Source: an optimization exercise on an open RTL-to-GDS flow (aim: small area, a short achievable clock period and few clock cycles). Production flows keep margins and buffers that such runs may drop. Function was checked by simulation only, so behaviour that the tests miss may differ from the original. Power figures rest on the tool's default switching activity, not on a simulated workload.

Setup of job 101:
==> flow/design.v (excerpt) <==
module Top_convolution(
	input clk,
	input rst,
	input start,
	input en,
	input [12:0] addr,
	output [20:0] out,
	output [20:0] max_pl,
	output reg done,
	output pat_en,
	output [9:0] pat_addr,
	input [7:0] pat_dout,
	output img_en,
	output [17:0] img_addr,
	input [7:0] img_dout,
	output reg pc_en,
	output reg pc_we,
	output [9:0] pc_addr,
	output [10:0] pc_din,
	input [10:0] pc_dout,
	output reg ic_en,
	output reg ic_we,
	output [17:0] ic_addr,
	output [10:0] ic_din,
	input [10:0] ic_dout,
	output pl_en,
	output pl_we,
	output [12:0] pl_addr,
	output [20:0] pl_din,
	input [20:0] pl_dout
    );
For scale: roughly 690 flip-flops, ~240 I/O pins, roughly 39000 µm² of cells after synthesis.
==> flow/config.mk <==
export PLATFORM = sky130hd
export DESIGN_NAME = Top_convolution
export DESIGN_NICKNAME = Top_convolution
export VERILOG_FILES = /design/flow/design.v
export SDC_FILE = /design/flow/constraint.sdc
export NUM_CORES = 4
export LEC_CHECK = 0
export CAP_MARGIN = 20
export CORE_MARGIN = 2
export CORE_UTILIZATION = 60
export CTS_BUF_LIST = sky130_fd_sc_hd__clkbuf_8
export CTS_CLUSTER_SIZE = 30
export SLEW_MARGIN = 20
export SYNTH_HIERARCHICAL = 1
export SYNTH_MINIMUM_KEEP_SIZE = 0
==> flow/constraint.sdc <==
create_clock -name core_clock -period 11.0 [get_ports {clk}]
set_input_delay 2.2000 -clock core_clock [delete_from_list [all_inputs] [get_ports {clk}]]
set_output_delay 2.2000 -clock core_clock [all_outputs]
set_load 0.01 [all_outputs]
standard.sh (not shown) runs the stock make flow with config.mk's settings and CLKGATE_MAP_FILE= SYNTH_SCRIPT=/design/flow/synth_recipe.tcl, a recipe that flattens the netlist after the stock synthesis.
==> flow/flow/run.sh <==
#!/bin/bash
# The standard layout (standard.sh), with the port buffers made from
# buf_2 cells, and clock tree synthesis without dummy loads.
export BUFFER_PORTS_ARGS="-buffer_cell sky130_fd_sc_hd__buf_2"
export CTS_ARGS="-sink_clustering_enable -repair_clock_nets -dont_use_dummy_load -sink_clustering_size 20 -sink_clustering_max_diameter 100 -buf_list sky130_fd_sc_hd__clkbuf_16"
bash standard.sh > standard.log 2>&1
Testbench counts of job 101, summed over its fixed seeds: cycles 261,792.
## Diff of input files: job 102 against job 101
diff --git a/flow/design.v b/flow/design.v
--- a/flow/design.v
+++ b/flow/design.v
@@ -386,17 +386,17 @@
 	assign img_en = fact & fph;
 	wire f_lastc = fph ? (fc == 6'd36) : (fc == 6'd7);
 	wire f_lastm = fph ? (fm == 4'd10) : (fm == 4'd1);
 	wire [10:0] ra_inc = (fk != 3'd5) ? (fph ? 11'd40 : 11'd8) :
 	                     !f_lastc ? (fph ? 11'd1849 : 11'd2009) : (fph ? 11'd1972 : 11'd2033);
 	wire f_plw = fph && (fc >= 6'd2) && (fk != 3'd0) && (fk != 3'd5) && (fm != 4'd0 || fk != 3'd1);
 	wire ci_free;          
 	reg pend;              
-	wire f_over = fph && (fm >= 4'd3);           
+	wire f_over = (state != S_PRE);              
 	wire f_go = fact && (!f_over || (state == S_CORR && (!f_plw || (ci_free && !pend))));
 	reg t1_v, t1_ph, t1_out, t1_xr;
 	reg [2:0] t1_k;
 	reg [3:0] t1_m;
 	reg [5:0] t1_col;
 	reg t2_out, t2_ph, t2_pw, t2_pwx, t2_icw;
 	reg [5:0] t2_col, t2_row;
 	reg [3:0] t2_m;
@@ -467,17 +467,17 @@
 						else begin
 							fact <= 0;
 						end
 					end
 				end
 			end
 			case (state)
 			S_IDLE: if (start) state <= S_PRE;
-			S_PRE: if (f_go && fph && fm == 4'd2 && fk == 3'd5 && f_lastc) begin
+			S_PRE: if (f_go && fph && fm == 4'd2 && fk == 3'd5 && fc == 6'd6) begin
 				state <= S_WAIT;
 				dcnt <= 0;
 			end
 			S_WAIT: begin
 				dcnt <= dcnt + 3'd1;
 				if (dcnt == 3'd3) begin
 					state <= S_CORR;
 					ci <= 0; cj <= 0; cx <= 0; cy <= 0;
[summary]
Compare job 102 and job 101 | number of antenna violations at the first check in global routing higher: job 101
Fraction of power spent switching nets ends up higher on job 101.
Job 101 → job 102: total number of vias shows no meaningful change, placement-stage worst setup slack shows an increase of 0.0080 ns, wire length shows an increase of 0.62%, post-synthesis sequential area ratio shows no meaningful change, post-synthesis share of cell area spent on and, or, nand and nor gates shows an increase of 0.35 points.
The area of the die was comparable across job 102 and job 101.
Total internal power delta (job 102 − job 101): favourable
Against job 101, post-route minimum period in job 102 came out worse.
Least setup slack across all paths after layout, job 102 and job 101, higher one = job 101.
Comparing job 102 with job 101, the design area came out essentially unchanged.
Testbench counts of job 102, summed over its fixed seeds: cycles 257,472.

==> port drivers added, routing unchanged <==
The results above use ideal ports. As a check the final layouts listed here were re-extracted and re-timed, cells and wires unchanged.
Step 1, drivers: a clkbuf_16 drives clk and a buf_2 each remaining input, both assumed.
Step 2 also shifts input and output timing later by t, the mid clock arrival at the registers, as if the neighbouring blocks saw the same clock.
Slacks: ideal ports / drivers / drivers and shift; pairs: ideal ports / drivers.
run	t, ns	setup slack, ns	hold WS [ns]	worst slew at a driven data input, ns	cell pins on the clock port's net
job 101	0.639	6.104 / 6.082 / 6.082	0.328 / 0.328 / 0.328	0.06	1
job 102	0.625	6.099 / 6.076 / 6.076	0.327 / 0.327 / 0.327	0.06	1
After both steps setup and hold are still met in every run listed. The setup slack of job 102, which loses most, moves by -0.023 ns with the drivers and by -0.023 ns with both steps.
